Background: an optimization exercise with open tools, aiming at small area. Do not read the settings as production practice. Function was checked by simulation only, so behaviour that the tests miss may differ from the original. Power figures rest on the tool's default switching activity, not on a simulated workload.

**flow/abc/e7.abc**
```
strash
renode
strash
dch
amap
topo
```
**flow/abc/f2.abc**
```
strash
balance -l
rewrite -l
refactor -l
balance -l
rewrite -z -l
refactor -z -l
rewrite -z -l
balance -l
dch
amap
topo
```
**flow/abc/c2.abc**
```
strash
balance
rewrite
refactor
balance
rewrite -z
refactor -z
rewrite -z
balance
dch
amap
topo
```
**flow/abc/f7.abc**
```
strash
multi -m
sop
fx
strash
dch
amap
topo
```
**flow/abc/f5.abc**
```
strash
irw
irws
dch
amap
topo
```
**config.mk**
```make
export PLATFORM = sky130hd
export DESIGN_NAME = board
export DESIGN_NICKNAME = board
export VERILOG_FILES = /design/flow/design.v
export SDC_FILE = /design/flow/constraint.sdc
export NUM_CORES = 4
export LEC_CHECK = 0
export ABC_AREA = 1
export CAP_MARGIN = 20
export CORE_MARGIN = 2
export CORE_UTILIZATION = 80
export SLEW_MARGIN = 20
```
**design.v**
```verilog
`timescale 1ns / 1ps
module board(
    input clk,
    input rst,
    input [11:0] passSW,
    input T1btn,
    input T0btn,
    input Cbtn,
    output bnkLED,
    output t1LED,
    output t0LED,
    input counterSW,
    input bankSW,
    input chPASS,
    output a,
    output b,
    output c,
    output d,
    output e,
    output f,
    output g,
    output an0,
    output an1,
    output an2,
    output an3,
    output Wait
    );
  reg n0, n1, nc, T0btn_c, T1btn_c, Cbtn_c;
  reg s0, s1, sc, p0, p1, pc;
  always @(posedge clk or posedge rst)
    if (rst) begin
      n0 <= 1'b0; n1 <= 1'b0; nc <= 1'b0;
    end else begin
      n0 <= T0btn; n1 <= T1btn; nc <= Cbtn;
    end
  always @(posedge clk) begin
    s0 <= n0; s1 <= n1; sc <= nc;
    p0 <= s0; p1 <= s1; pc <= sc;
    T0btn_c <= s0 & ~p0; T1btn_c <= s1 & ~p1; Cbtn_c <= sc & ~pc;
  end
  reg bankLed, T0led, T1led, WaitR, waitswho;
  reg [11:0] passT0n, passT1n;
  wire [11:0] passT0 = ~passT0n, passT1 = ~passT1n;
  reg [7:0] Cn, O, totalCusN;    
  wire [7:0] totalCus = ~totalCusN;
  wire [7:0] C = ~Cn;
  reg last1, trig;
  assign bnkLED = bankLed;
  assign t0LED = T0led;
  assign t1LED = T1led;
  assign Wait = WaitR;
  wire [2:0] operation = {bankSW, counterSW, chPASS};
  wire anyWaiting = (totalCus != C);
  wire readyForClose = (~(T1led | T0led) & ~anyWaiting) | ~bankLed;
  wire notRdyCls = ~readyForClose & bankSW;
  wire eq0 = (passSW == passT0);
  wire eq1 = (passSW == passT1);
  wire callEn = (operation == 3'b000) & anyWaiting;
  wire call0 = callEn & T0btn_c & T0led;
  wire call1 = callEn & ~(T0btn_c & T0led) & T1btn_c & T1led;
  wire callAny = call0 | call1;
  wire swap = call1 ? ~last1 : last1;    
  always @(posedge clk or posedge rst)
    if (rst) Cn <= 8'hff;
    else Cn <= ~(C + {7'd0, callAny});
  always @(posedge clk)
    if (rst | (callAny & swap)) O <= C;
  always @(posedge clk or posedge rst)
    if (rst) last1 <= 1'b0;
    else if (callAny) last1 <= call1;
  always @(posedge clk or posedge rst)
    if (rst) begin
      bankLed <= 1'b0;
      T0led <= 1'b0;
      T1led <= 1'b0;
      WaitR <= 1'b0;
    end else
      case (operation)
        3'b100:
          if (readyForClose) begin
            if (WaitR) begin
              if (waitswho ? (eq1 & T1btn_c) : (eq0 & T0btn_c)) begin
                bankLed <= ~bankLed;
                WaitR <= 1'b0;
              end
            end else if ((eq0 & T0btn_c) | (eq1 & T1btn_c)) WaitR <= 1'b1;
          end
        3'b010:
          if (eq0 & T0btn_c) T0led <= ~T0led;
          else if (eq1 & T1btn_c) T1led <= ~T1led;
        3'b001:
          if (WaitR) begin
          end else if ((eq0 & T0btn_c) | (eq1 & T1btn_c)) WaitR <= 1'b1;
        default: WaitR <= 1'b0;
      endcase
  wire chWait = (operation == 3'b001) & WaitR;
  wire [11:0] passInN = ~(passSW & {12{~rst}});
  always @(posedge clk) begin
    if (rst | (chWait & ~waitswho & T0btn_c)) passT0n <= passInN;
    if (rst | (chWait & waitswho & T1btn_c)) passT1n <= passInN;
  end
  always @(posedge clk)
    if (~WaitR) begin
      if (operation == 3'b100 & readyForClose) begin
        if (eq0 & T0btn_c) waitswho <= 1'b1;
        else if (eq1 & T1btn_c) waitswho <= 1'b0;
      end else if (operation == 3'b001) begin
        if (eq0 & T0btn_c) waitswho <= 1'b0;
        else if (eq1 & T1btn_c) waitswho <= 1'b1;
      end
    end
  always @(posedge clk) begin
    totalCusN <= ~(bankLed ? totalCus + {7'd0, Cbtn_c} : 8'd0);
    trig <= bankLed & Cbtn_c;
  end
  wire queueActive, blinkOff;
  queueTimer qt(.clk(clk), .rst(rst), .trig(trig), .queueActive(queueActive), .blinkOff(blinkOff));
  ssdDrive disp(.clk(clk), .rst(rst), .bankLed(bankLed), .blinkOff(blinkOff),
    .queueActive(queueActive), .notRdyCls(notRdyCls), .totalCus(totalCus),
    .C(C), .O(O), .last1(last1),
    .a(a), .b(b), .c(c), .d(d), .e(e), .f(f), .g(g),
    .an0(an0), .an1(an1), .an2(an2), .an3(an3));
endmodule
module queueTimer(clk, rst, trig, queueActive, blinkOff);
  parameter [14:0] S1 = 15'h5003, Z = 15'h2801;    
  parameter [14:0] SQ = 15'h0010;                  
  parameter [14:0] SE3 = 15'h0002, SE4 = 15'h0001;  
  input clk, rst, trig;
  output queueActive, blinkOff;
  reg [14:0] B;
  reg [1:0] P, st;
  reg L, cR, qR;
  assign queueActive = cR;
  assign blinkOff = st[0];
  wire bQ = (B == SQ);
  wire qsig = qR & bQ;                                           
  wire csig = cR & (P == 2'd3) & (L ? (B == SE4) : (B == SE3));   
  wire cont = cR | (qR & (st != 2'd2));      
  always @(posedge clk or posedge rst)
    if (rst) begin
      st <= 2'd0;
      cR <= 1'b0;
      qR <= 1'b0;
    end else begin
      st <= (st == 2'd3) ? 2'd0 : st + {1'b0, qsig};
      if (csig) cR <= 1'b0;
      else if (trig) cR <= 1'b1;
      if (qsig) qR <= (st != 2'd2);
      else if (trig) qR <= 1'b1;
    end
  always @(posedge clk) begin
    if (trig) begin
      B <= qsig ? Z : S1;
      P <= 2'd0;
      L <= qsig;
    end else if (bQ) begin
      B <= cont ? Z : 15'd0;
      P <= P + 2'd1;
    end else if (csig) begin
      B <= 15'd0;
    end else begin
      B <= {B[13:0], B[14] ^ B[13]};
    end
  end
endmodule
module ssdDrive(clk, rst, bankLed, blinkOff, queueActive, notRdyCls, totalCus,
  C, O, last1, a, b, c, d, e, f, g, an0, an1, an2, an3);
  input clk, rst, bankLed, blinkOff, queueActive, notRdyCls, last1;
  input [7:0] totalCus, C, O;
  output a, b, c, d, e, f, g, an0, an1, an2, an3;
  localparam BL = 5'b10001, LL = 5'b10000, RR = 5'b11010;
  reg [4:0] k;
  reg [3:0] anr;     
  wire [3:0] h = ~anr;   
  reg [4:0] code;
  wire adv = (k == 5'd29);
  wire [3:0] hn = {h[2], h[1], h[0], ~(h[0] | h[1] | h[2])};
  wire [3:0] S = rst ? 4'd0 : (adv ? hn : h);    
  wire lo = S[0] | S[2];
  wire right = S[0] | S[1];
  wire [3:0] tN = lo ? totalCus[3:0] : totalCus[7:4];
  wire [3:0] cN = lo ? C[3:0] : C[7:4];
  wire [3:0] oN = lo ? O[3:0] : O[7:4];
  wire useO = ~right ^ last1;
  wire showTot = right & (queueActive | notRdyCls);
  wire subC = right & ~queueActive & notRdyCls;
  wire bin = subC & ~lo & (totalCus[3:0] < C[3:0]);
  wire [3:0] p1 = showTot ? tN : (useO ? oN : cN);
  wire [3:0] p2 = subC ? cN : 4'd0;
  wire [3:0] numv = p1 - p2 - {3'd0, bin};
  wire [4:0] num = {1'b0, numv};
  reg [4:0] sel;
  always @(*) begin
    if (S == 4'd0) sel = BL;
    else if (!bankLed) sel = S[0] ? 5'd13 : S[1] ? 5'd5 : S[2] ? LL : 5'd12;
    else if (blinkOff) sel = BL;
    else if (queueActive) sel = right ? num : BL;
    else if (notRdyCls) sel = right ? num : S[2] ? 5'd12 : RR;
    else sel = num;
  end
  always @(posedge clk) begin
    k <= rst ? 5'd16 : (adv ? 5'd1 : {k[3:0], k[4] ^ k[2]});
    anr <= ~S;
    code <= sel;
  end
  assign {an3, an2, an1, an0} = anr;
  localparam [111:0] HEX = 112'b0111000011000010000100110001110000000010000000100000000000011110100000010010010011000000110001001010011110000001;
  wire [6:0] hx = HEX[code[3:0]*7 +: 7];
  wire [6:0] seg = hx | {{3{code[4]}}, 2'b00, code[4] & code[3], 1'b0};
  assign {g, f, e, d, c, b, a} = seg;
endmodule
```
**flow/abc/c8.abc**
```
strash
dch
amap -F 2 -A 50
topo
```
**flow/abc/e1.abc**
```
strash
dch
amap
topo
```
**flow/abc/e3.abc**
```
strash
balance
rewrite
refactor
balance
rewrite -z
refactor -z
rewrite -z
balance
dch
amap
strash
dch
amap
topo
```
**standard.sh**
```bash
#!/bin/bash
# synth_recipe.tcl (not shown) runs the flow's synth.tcl, then flattens the netlist and writes it again
# the make line also repeats each setting of config.mk as NAME=value (left out here)
make -C /OpenROAD-flow-scripts/flow DESIGN_CONFIG=/design/flow/config.mk WORK_HOME=/design/flow/orfs CLKGATE_MAP_FILE= SYNTH_SCRIPT=/design/flow/synth_recipe.tcl "${@:-finish}"
```
**flow/abc/f4.abc**
```
strash
dc2 -l
dch
amap
topo
```
**flow/abc/f6.abc**
```
strash
balance
rewrite
refactor
balance
rewrite -z
refactor -z
rewrite -z
balance
refactor -z -N 15
dch
amap
topo
```
**flow/abc/c6.abc**
```
strash
dc2
dch
amap
topo
```
**flow/abc/e2.abc**
```
strash
dc2
dch
amap
topo
```
**flow/abc/d0.abc**
```
strash
balance
rewrite
refactor
balance
rewrite -z
refactor -z
rewrite -z
balance
dch
amap
topo
```
**flow/run.sh**
```bash
#!/bin/bash
# Layout flow: the standard synthesis, then the combinational logic is
# re-mapped for area (registers kept as they are), then the standard ORFS
# layout with small port buffers and a clock tree without dummy loads.
set -euo pipefail
W=$(pwd)
F=$W/flow
R=$W/orfs/results/$FLOW_PLATFORM/board/base
L=$W/orfs/logs/$FLOW_PLATFORM/board/base

# 1. standard synthesis
bash standard.sh synth > $W/1_standard_synth.log 2>&1

# 2. area re-mapping of the combinational logic
cp $R/1_2_yosys.v $W/1_2_yosys_standard.v
DU=$(grep -o -- "-dont_use [A-Za-z0-9_]*" $L/1_2_yosys.log | awk '{print $2}' | sort -u | tr '\n' ' ')
REMAP_IN=$W/1_2_yosys_standard.v REMAP_OUT=$W/1_2_yosys_remap.v \
REMAP_LIB=$FLOW_HOME/platforms/$FLOW_PLATFORM/lib/sky130_fd_sc_hd__tt_025C_1v80.lib \
REMAP_ABC=$F/abc REMAP_DONTUSE="$DU" \
  yosys -c $F/remap.tcl > $W/2_remap.log 2>&1
cp $W/1_2_yosys_remap.v $R/1_2_yosys.v
rm -f $R/1_synth.odb $R/1_synth.sdc
bash standard.sh synth > $W/3_synth_odb.log 2>&1

# 3. the rest of the standard layout
export BUFFER_PORTS_ARGS="-buffer_cell sky130_fd_sc_hd__buf_1"
export CTS_ARGS="-sink_clustering_enable -repair_clock_nets -dont_use_dummy_load -buf_list sky130_fd_sc_hd__clkbuf_8 -sink_clustering_size 30 -sink_clustering_max_diameter 100"
bash standard.sh > $W/4_standard_layout.log 2>&1
```
**flow/abc/e6.abc**
```
strash
if -K 6
mfs2
strash
dch
amap
topo
```
**flow/remap.tcl**
```tcl
# Re-map the combinational logic of the standard synthesis netlist for area:
# several ABC scripts, two rounds, keep the smallest result. Registers (and tie
# cells) stay the same instances, with the same names and cells.
# env: REMAP_IN, REMAP_OUT, REMAP_LIB, REMAP_ABC (folder of *.abc), REMAP_DONTUSE
yosys -import
set lib $::env(REMAP_LIB)
set top $::env(FLOW_TOP)
set du {}
foreach c $::env(REMAP_DONTUSE) { lappend du -dont_use $c }

# read a netlist with the library cells as logic, registers and ties kept as cells
proc load_netlist {file} {
  global lib top
  design -reset
  read_liberty -ignore_miss_func $lib
  read_verilog $file
  hierarchy -top $top
  foreach m [split [string trim [tee -q -s result.string select -list-mod sky130_fd_sc_hd__*]] "\n"] {
    if {[regexp {__(df|edf|sdf|sedf|dl|conb)} $m]} {
      setattr -mod -set keep_hierarchy 1 $m
    }
  }
  flatten
  opt_clean -purge
}
proc top_area {} {
  global lib top
  set s [tee -q -s result.string stat -liberty $lib]
  regexp "Chip area for module '\\\\$top': (\[0-9.\]+)" $s -> a
  return $a
}
proc write_netlist {file} {
  global top
  design -push-copy
  foreach m [split [string trim [tee -q -s result.string select -list-mod sky130_fd_sc_hd__*]] "\n"] {
    delete $m
  }
  write_verilog -noattr -noexpr -nohex -nodec $file
  design -pop
}

set best 1e30
set scripts [lsort [glob $::env(REMAP_ABC)/*.abc]]
set cur $::env(REMAP_IN)
for {set round 1} {$round <= 3} {incr round} {
  set improved 0
  foreach sc $scripts {
    load_netlist $cur
    abc -liberty $lib {*}$du -script $sc
    opt_clean -purge
    set a [top_area]
    puts "REMAP round $round [file tail $sc] area $a"
    if {$a < $best - 0.001} {
      set best $a
      set improved 1
      write_netlist $::env(REMAP_OUT).best.v
    }
  }
  set cur $::env(REMAP_OUT).best.v
  if {!$improved} break
}
puts "REMAP best area $best"
design -reset
read_liberty -lib $lib
read_verilog $cur
hierarchy -top $top
hilomap -singleton -hicell sky130_fd_sc_hd__conb_1 HI -locell sky130_fd_sc_hd__conb_1 LO
opt_clean -purge
tee -o $::env(REMAP_OUT).stat stat -liberty $lib
write_verilog -noattr -noexpr -nohex -nodec $::env(REMAP_OUT)
```
**constraint.sdc**
```tcl
create_clock -name core_clock -period 10.0 [get_ports {clk}]
set_input_delay 2.0000 -clock core_clock [delete_from_list [all_inputs] [get_ports {clk}]]
set_output_delay 2.0000 -clock core_clock [all_outputs]
set_load 0.01 [all_outputs]
```
**flow/abc/d5.abc**
```
strash
dc2
dc2
dch
amap
topo
```
**flow/abc/b1.abc**
```
strash
dch
amap
topo
```
==> notes.md <==
- The flow ran to the end and the layout has no timing, DRC or antenna violations.
- The core region is 0.005172 sq mm.
- The initial antenna violation count came to 0.
- The path with the worst hold slack has its endpoint at pc.
- The CTS sink count is around 100.
- The number of instances in the synthesized netlist is 456.
- The most common cell type on the critical path is clkinv_1.
- The die is 77.46 um tall.
- The floorplan has 26 rows.
- The number of setup buffers added after CTS is 0.
- The number of buffers created by CTS is 9.
- Of the available clock period, the critical path in the final layout requires 0.5341.
- The total congestion overflow is 0.
- Yosys printed 3 warnings.
- The post-synth design cell area is 0.004317 sq mm.
- The critical path runs through a total of 21 cells.
- The number of instances resized during post-cts repair is 0.
- The worst pin sits at a relative slew slack of 0.4048.
- The number of vias after detailed routing is 3752.
- Counting instances, the worst hold path has a depth of 0.
- Traced cell by cell, the critical path runs through buf_1 > clkinv_1 > buf_4 > nand2_1 > o22ai_1 > nor2_1 > clkinv_1 > o21ai_0 > clkinv_1 > or2_0 > o22a_1 > o221ai_1 > clkinv_1 > o21ai_0 > o21a_1 > o22ai_1 > nand2_1 > clkinv_1 > o21ai_0 > o22ai_1 > o22ai_1.
- For the worst setup path, the data required time is ~10 ns.
- The share of total power dissipated in the clock network is 0.241.
- The startpoint type of the worst setup path is a primary input.
- The final estimated routing congestion in global placement is 0.9373.
- The clock tree synthesis step divided the H-tree into 3 levels.
- The first global-routing pass estimated 17050 um of wire.
- Dividing the detail-routed wire length by the instance count gives roughly 18 um.
- The type of the tightest min-delay check is reg2reg.
- The number of hold buffers added after CTS was 0.
- For this run, the total global-route usage over all layers was measured as 0.3635.
- The layout cell share with drive strength beyond 1 is 0.03600.
- The largest driver fanout on the critical path is 39.
- Wires add up to 10170 um.
- The startpoint identified for the worst hold timing path is sc.
- The design internal power is just over 0.0006 W.
- On the worst path, the slowest cell contributes a delay of 0.33 ns.
- The pin slew with the least headroom to its limit is 0.8847 ns.
- The largest net degree at the start of global routing is 40.
- Once layout is complete, the utilization of the core stands at 0.9015.
- VDD sags by at most 0.0001562 V.
- The buffer cell driving the clock tree root is clkbuf_8.
- In this run the static leakage power is 1.687 nW.
- The final layout contains 522 nets.
- The number of global-route vias before repair is 3695.
- 0 antenna diodes ended up in the layout.
- Setup repair after global routing left no endpoint under its margin.
- 35 I/O pins were placed.
- For this run, design rule violations remaining after detail routing come to 0.
- The capturing point of the worst reg2reg path is disp.code[3].
- In this run the critical register-to-register path is launched from Cn[2].
- The clock latency on the worst-skew pair is 0.36 ns.
- Clock-pin slew was measured on the worst setup and hold paths at 0.09 ns.
- At the worst endpoint, the arrival time is about 5.6 ns.
- Leaving out fill and tap cells, the most frequent cells in the layout are nor2_1, clkinv_1, nand2_1.
- The first detailed-routing pass took 7 iterations.
- The initial standard-cell utilization of the core is 0.8345.
- The final HPWL from detailed placement is 7309 um.
- After filler insertion, the fill cell instance count of the layout stands at 241.
- The net switching share of the total power is 0.2738.
- The die footprint is roughly 0.0060 sq mm.
- Power spread over the standard cell area amounts to 180.6 mW/mm^2.
- Summed over all nets, the switching power comes to 0.0002306 W.
- The final worst clock skew is 0.02692 ns.
- The total buffers and inverters traversed by the critical path is 7.
- During placement, the flow inserted port buffers numbering 34.
- The clock tree from TritonCTS is built.
- The final total negative setup slack is 0 ns.
- The kind of cell with the highest combined delay on the critical path is compound AO/OA/AOI/OAI gates.
- The worst setup path is captured at a register.
- No sink is reached through more buffers than the 2 on the longest clock path.
- The critical path is of the in2reg type.
- Based on the critical path, the design can be clocked at up to 187.2 MHz.
- The share of total power dissipated in combinational logic is 0.135.
- The number of hold-slack violations in the final timing report is 0.
- The setup slack of the worst register-to-register path is between 5 and 6 ns.
- The remaining number of nets flagged by the antenna check after routing is 0.
- The number of cells on the worst reg-to-reg path is 20.
- After detailed routing, the number of vias per cell comes to 6.582.
- In this run, the number of DRC markers left after iteration 0 of detailed routing was 625.
- The number of nets in the synthesized netlist is 476.
- Each instance of the synthesized netlist takes up on average 9.466 sq um.
- The area growth from synthesis to layout is 8.029%.
- The share of total power dissipated in sequential elements is 0.624.
- The count of pins over their slew limit is 0.
- The number of violations of the max-capacitance limit is 0.
- The number of endpoints failing setup at the final stage is 0.
- The die width is roughly 77 um.
- The highest-delay cell along the critical path is or2_0.
- The minimum clock period after layout is 5.341 ns.
- The library cell used most frequently in the layout, excluding fill and tap cells, is nor2_1.
power groups by stage:
stage	Clock (W)	Combinational [W]	Sequential, W
after floorplan	0	0.0000809	0.000519
after global routing	0.000217	0.000126	0.000529
after detailed placement	0	0.000107	0.000531
after CTS	0.000202	0.000110	0.000523
after global placement	0	0.000101	0.000529
final	0.000203	0.000114	0.000526
worst reg2reg max path: stages (launching register included):
cell and delay [ns]:
dfstp_2 0.52, clkinv_1 0.16, a2111oi_0 0.60, and3_1 0.27, a21oi_1 0.10, clkinv_1 0.07
nor2_1 0.08, o21ai_0 0.25, clkinv_1 0.16, or2_0 0.33, o22a_1 0.24, o221ai_1 0.12
clkinv_1 0.10, o21ai_0 0.29, o21a_1 0.20, o22ai_1 0.09, nand2_1 0.12, clkinv_1 0.10
o21ai_0 0.17, o22ai_1 0.09, o22ai_1 0.11
worst max-delay path by stage:
stage / start / end / slack (ns)
after floorplan: rst / disp.code[3] / 4.43
after global placement: rst / disp.code[3] / 4.67
after detailed placement: rst / disp.code[3] / 4.40
after CTS: rst / disp.code[3] / 4.73
after global routing: rst / disp.code[2] / 4.34
final: rst / disp.code[3] / 4.66
cell type report:
class	instances	area, sq um	share of cell area
Clock buffer	9	123.9	0.02656
Inverter	59	221.5	0.04749
Multi-Input combinational cell	294	1583	0.3394
Sequential cell	103	2512	0.5388
Tap cell	70	87.58	0.01878
Timing Repair Buffer	35	135.1	0.02898
metal layers:
layer,vias to the layer above,share of wire,track usage
met3,54,0.091,0.07907
met1,1698,0.37,0.4502
li1,1727,-,-
met2,273,0.50,0.6252
met5,-,0,0
met4,0,0.038,0.1429
sequential cells by signal, summed over array words and instances (netlist names), 2 cells and up:
register and flops:
disp.k 5, qt.st 2, passT0n 12, totalCusN 8
disp.anr 4, Cn 8, qt.B 15, passT1n 12
O 8, disp.code 5, qt.P 2
metrics by stage:
step,std cells,hold WS [ns],area (sq um),total power (W),setup WS (ns)
finish,570,0.3531,4663,0.0008422,4.659
global route,570,0.3605,4663,0.0008725,4.342
CTS,570,0.3543,4663,0.0008350,4.734
detailed placement,561,0.3354,4539,0.0006377,4.397
global placement,561,0.3296,4539,0.0006297,4.669
floorplan,456,0.3235,4317,0.0005997,4.426

==> separate check: timing with driven ports <==
The flow's constraints put no driver on any port. The routed layout listed below was extracted and timed again, unchanged, in two steps. Step 1: set_driving_cell puts a clkbuf_16 on clk and a buf_2 on each other input, an assumption about the parent block. Step 2, shift: input delay + t, output delay - t, t = (earliest + latest rising clock arrival at the registers) / 2. This alone moves slack from input paths to output paths. a / b / c = no drivers / after step 1 / after step 2; a / b = the first two.
t (ns): 0.382
setup slack, ns: 4.659 / 4.667 / 4.286
hold WS [ns]: 0.353 / 0.353 / 0.353
worst setup path after step 2: input to register
slew at the worst register clock pin (ns): 0.10 / 0.10
After both steps setup and hold are still met in this run. The setup slack of this run moves by +0.008 ns with the drivers and by -0.373 ns with both steps.
